What follows belongs to an exercise in optimizing a design on an open flow for small area; a production flow would make more cautious choices.
The RTL was checked by simulation tests, not by an equivalence proof against the original design.
Power and IR drop assume default switching activity.

==> flow/design.v (outline; a module is shown in full before it is edited, if it fits) <==
// module full_adder: 10 lines
// module memory_reg_16bit: 17 lines
// module adder_16bit: 26 lines
// module constant_multiplier_16bit_RSH1: 21 lines
// module constant_multiplier_16bit_1byroot2: 22 lines
// module butterfly1_FFT: 8 lines
// module butterfly2_FFT: 11 lines
// module complex_multiplier_FFT: 13 lines
// module delay_16bit_4unit: 11 lines
// module FFT_8point_16bit: 3147 lines
module FFT_8point_16bit(
    input [15:0] x0,x1,x2,x3,x4,x5,x6,x7,
    input en,clk,rst,
    output [15:0] r7,r6,r5,r4,r3,r2,r1,r0,i7,i6,i5,i4,i3,i2,i1,i0);
  // ...
==> flow/run.sh <==
#!/bin/bash
# synth_recipe.tcl (not shown) runs the flow's synth.tcl, then flattens the netlist and writes it again
# the make line also repeats each setting of config.mk as NAME=value (left out here)
make -C /OpenROAD-flow-scripts/flow DESIGN_CONFIG=/design/flow/config.mk WORK_HOME=/design/flow/orfs CLKGATE_MAP_FILE= SYNTH_SCRIPT=/design/flow/synth_recipe.tcl finish
==> flow/config.mk <==
export PLATFORM = sky130hd
export DESIGN_NAME = FFT_8point_16bit
export DESIGN_NICKNAME = FFT_8point_16bit
export VERILOG_FILES = /design/flow/design.v
export SDC_FILE = /design/flow/constraint.sdc
export NUM_CORES = 4
export LEC_CHECK = 0
export CAP_MARGIN = 20
export CORE_MARGIN = 2
export CORE_UTILIZATION = 40
export CTS_BUF_LIST = sky130_fd_sc_hd__clkbuf_4
export SLEW_MARGIN = 20
==> flow/constraint.sdc <==
create_clock -name core_clock -period 8.5 [get_ports {clk}]
set_input_delay 1.7000 -clock core_clock [delete_from_list [all_inputs] [get_ports {clk}]]
set_output_delay 1.7000 -clock core_clock [all_outputs]
set_load 0.01 [all_outputs]
==> reports/results.tsv, run 1 <==
metric	value	unit
cts_buffers	207	
insertion_delay	1.00	ns
core	80680	um^2
met3_usage	4.317	%
clk_pin_slew	0.07	ns
row_count	104	
ant_nets	0	
intPower	9.904	mW
fin_skew	0.05621	ns
worst_setup_path_start_kind	input port	
path_cells	clkdlybuf4s50_1, ha_1, inv_1, fa_1, fa_1, fa_1, fa_1, fa_1, fa_1, fa_1, fa_1, fa_1, fa_1, fa_1, fa_1, fa_1, fa_1, xnor2_1, xnor2_1, nor3_1, a31oi_1, nand2_1, nor3_1	
vias	17810	
diodes	9	
power.leakage	18.06	nW
largest_reg_flops	128	
cp_data_arrival_time	9.21	ns
setup_violations	0	
first_iter_violations	545	
final_area	38840	um^2
synthTopCellsByCount	861 x dfxtp_1, 513 x inv_1, 301 x fa_1	
seq_share	44.38	%
slew_violations	0	
synth_xor_area_share	4.259	%
status	complete, no violations	
global_route.overflow_total	0	
worstSetupEndpointType	register	
yosys.area.top_type	dfxtp_1	
cts_setup_buffers	0	
hold_buffers	0	
cp_common_cell	fa_1	
p_switching	5.142	mW
muxShareOfSynthArea	0.03064	%
die_w	289.8	um
grt_usage	16.36	%
==> run 2: changes to the inputs <==
--- a/flow/config.mk
+++ b/flow/config.mk
@@ -9,4 +9,3 @@
 export CORE_MARGIN = 2
 export CORE_UTILIZATION = 40
-export CTS_BUF_LIST = sky130_fd_sc_hd__clkbuf_4
 export SLEW_MARGIN = 20
==> reports/results.tsv, run 2 <==
metric	value	unit	change
status	complete, no violations		
htreeDepth	3		
wirelength	65.98	mm	
cts_buffers	84		-59%
fin_skew	0.02526	ns	-0.03095 ns
cp_max_fo	7		
yosysWarnings	1		
tritoncts	done		
fmax	119.9	MHz	
grt_pass1_vias	18940		
die_w	289.8	um	unchanged
synth_compound_area_share	2.397	%	
cp_data_arrival_time	8.90	ns	-0.31 ns
synth_top_family_by_area	adder cells		
synth_ff_type	dfxtp_1		
synthAdderAreaFrac	24.52	%	
drtPass1Iterations	5		
synth_top_area_share	52.76	%	
r2r-end	q6[103]		
reg2reg_depth	20		
timing.rr.start	q5[90]		
final-hold-violation-count	0		
synth_xor_area_share	4.259	%	unchanged
clk_pin_slew	0.07	ns	about the same
ys_types	56		
post-route-period-util	98.15	%	
synth-edff-count	0		
worst_pin_slew	1.088	ns	
syn2layout_area_growth	19.85	%	
largest_reg_flops	128		unchanged
detailed_place_hpwl	52.91	mm	
top_regs	q6: 128 flops, q7: 126 flops, q1: 121 flops		
finalPower	15.60	mW	
die_area	83980	um^2	
pre_cts_ws	-0.7981	ns	
routedWlPerCell	16.28	um	
power_density	398.5	nW/um^2	
layout_common_cells	860 x dfxtp_1, 513 x inv_1, 354 x clkdlybuf4s50_1		
fillers	7072		
drc	0		
cts_sinks	861		
syn_area	32670	um^2	
io_pins	387		
yosys.area.top_type	dfxtp_1		
global_route.overflow_total	0		unchanged
ir_worst_vdd	0.3635	mV	
muxShareOfSynthArea	0.03064	%	unchanged
clockBufferDepth	3		
critPathRequiredTime	9.06	ns	
slew-limit-headroom	27.49	%	
drive_gt1_share	8.021	%	
nets	3506		
synthTopCellsByCount	861 x dfxtp_1, 513 x inv_1, 301 x fa_1		
worstHoldEndpoint	q5[60]		
fp.dieH	289.8	um	
synth_most_common_cell	dfxtp_1		
grt_first_pass_wirelength	103.2	mm	
first_iter_violations	599		+9.9%
yosys.area_share.simple	4.316	%	
hold_class	reg2reg		
via_per_inst	4.220		
fin_cells	4054		
grt_setup_unrepaired	no		
start_util	40.49	%	
avgSynthCellArea	12.29	um^2	
hold_depth	0		
async_reset_ff_share	0	%	
worstHoldStart	q4[60]		
antenna_found_initial	3		
vias	17110		-4.0%
gp_congestion	0.8701		
power.leakage	17.92	nW	-0.75%
setup_violations	0		unchanged
layout_commonest_cell	dfxtp_1		
worstSetupEndpointType	register		
cts-root-buf	clkbuf_16		
drv_cap	0		
multi_input_area	11800	um^2	
synth_area_leaders	dfxtp_1 53%, fa_1 18%, inv_1 5.9%		
core	80680	um^2	unchanged
critical_path_class	in2reg		
ys_ff_latch	861		
yosysSeqAreaShare	52.76	%	
largest-register	q6		
reg2reg_slack	0.99	ns	
grt_start_max_net_pins	94		
setup_slack	0.1576	ns	
slew_violations	0		unchanged
worst_setup_path_start_kind	input port		
insertion_delay	0.62	ns	-0.38 ns
period_minus_slack	8.342	ns	
grt_usage	16.00	%	-0.36 points
dpl.cell_count	3898		
row_count	104		unchanged
regArea	17240	um^2	
synth_cells	2659		
ant_nets	0		unchanged
port_buffers	354		
-- run 2: cell counts after synthesis --
Identical to the previous run, type by type.
-- run 2: what timing repair did --
| action | in CTS | in global routing |
|---|---|---|
| pin swaps | 0 | 4 |
| endpoints found under the setup margin | 3 | 6 |
| hold buffers | 0 | 0 |
| resized for setup | 6 | 14 |
| buffers inserted | 0 | 4 |
| cloned | 0 | 0 |
-- run 2: how the worst max path moves through the flow --
stage | start | endpoint | slack (ns) | cells after the start
CTS | x6[0] | q1[28] | 0.02 | 22
global placement | x3[0] | q1[58] | -0.62 | 22
detailed placement | x3[0] | q1[58] | -0.80 | 24
finish | x3[0] | q1[58] | 0.16 | 22
floorplan | x3[0] | q1[44] | 0.30 | 22
global route | x7[0] | q1[105] | 0.01 | 25
-- run 2: cells by family (layout without fill, tap and decap cells) --
kind of cell               count (synthesis)  in the layout
muxes                                      1              1
and+or+nand+nor                          279            279
adders and majority gates                462            462
xor gates and xnor gates                 158            158
AOI/OAI and AO/OA                        119            119
buffers and inverters                    778           1080
other                                      1             34
DFF                                      861            861
-- run 2: routing by layer --
metal	global-route usage, %	vias up	routed length, um
met4	4.923	4	1749
met2	27.83	378	32500
met3	3.250	114	3031
met5	0	-	27
met1	19.99	8337	28670
li1	-	8274	-
-- run 2: cell type report --
class	count	share of cell area (%)
sequential	861	44.03
multi-input combinational	1051	30.13
timing repair buffer	417	10.26
clock buffer	120	6.282
inverter	513	4.918
tap	1060	3.387
clock inverter	30	0.9810
antenna	2	0.01278
-- run 2: worst max-delay path: stages --
cell and delay [ns]:
clkdlybuf4s50_1 0.49, ha_1 0.15, inv_1 0.05, fa_1 0.40, fa_1 0.40, fa_1 0.39
fa_1 0.40, fa_2 0.36, fa_1 0.39, fa_1 0.41, fa_2 0.38, fa_1 0.39
fa_2 0.37, fa_1 0.41, fa_2 0.36, fa_1 0.39, fa_2 0.37, xnor2_2 0.16
xnor2_2 0.20, buf_4 0.19, or4_1 0.46, nand3_1 0.09
-- run 2: per-stage QoR --
step	util [%]	area (um^2)	hold slack, ns	TNS (ns)
global route	48.53	39150	0.3268	0
global placement	44.88	36210	0.3100	-3.696
finish	48.53	39160	0.3068	0
floorplan	-	32790	0.3096	0
detailed placement	44.88	36210	0.3121	-6.463
CTS	48.44	39080	0.3094	0
-- run 2: power by group --
part           internal (mW)  switching [mW]
Combinational           2.50            3.08
Sequential              5.74           0.563
Clock                   2.23            1.49

-- separate check: timing with driven ports --
In the flow no input, the clock included, has a driving cell. The finished layouts below were timed again as built, in two steps. Step 1 assumes that a clkbuf_16 drives the clock port and a buf_2 every other input. Step 2 moves the port delays by t, midway between the first and last clock arrival at a register: inputs arrive t later, outputs are due t later. That takes back most of the time a late clock gives input paths. Three values: ideal ports, drivers, drivers and shift; two values: the first two.
run | shift t [ns] | setup slack, ns | worst setup path at the end | latest minus earliest clock arrival (ns) | slew at the worst register clock pin (ns)
run 1 | 1.032 | 0.170 / 0.205 / -0.827 | input to register | 0.066 / 0.066 | 0.07 / 0.07
run 2 | 0.671 | 0.158 / 0.092 / -0.579 | input to register | 0.029 / 0.028 | 0.07 / 0.07
Met with ideal ports but missed after step 2: setup timing in run 1 and run 2. For run 1, which loses most, drivers alone change the setup slack by +0.035 ns; drivers and shift together by -0.997 ns.
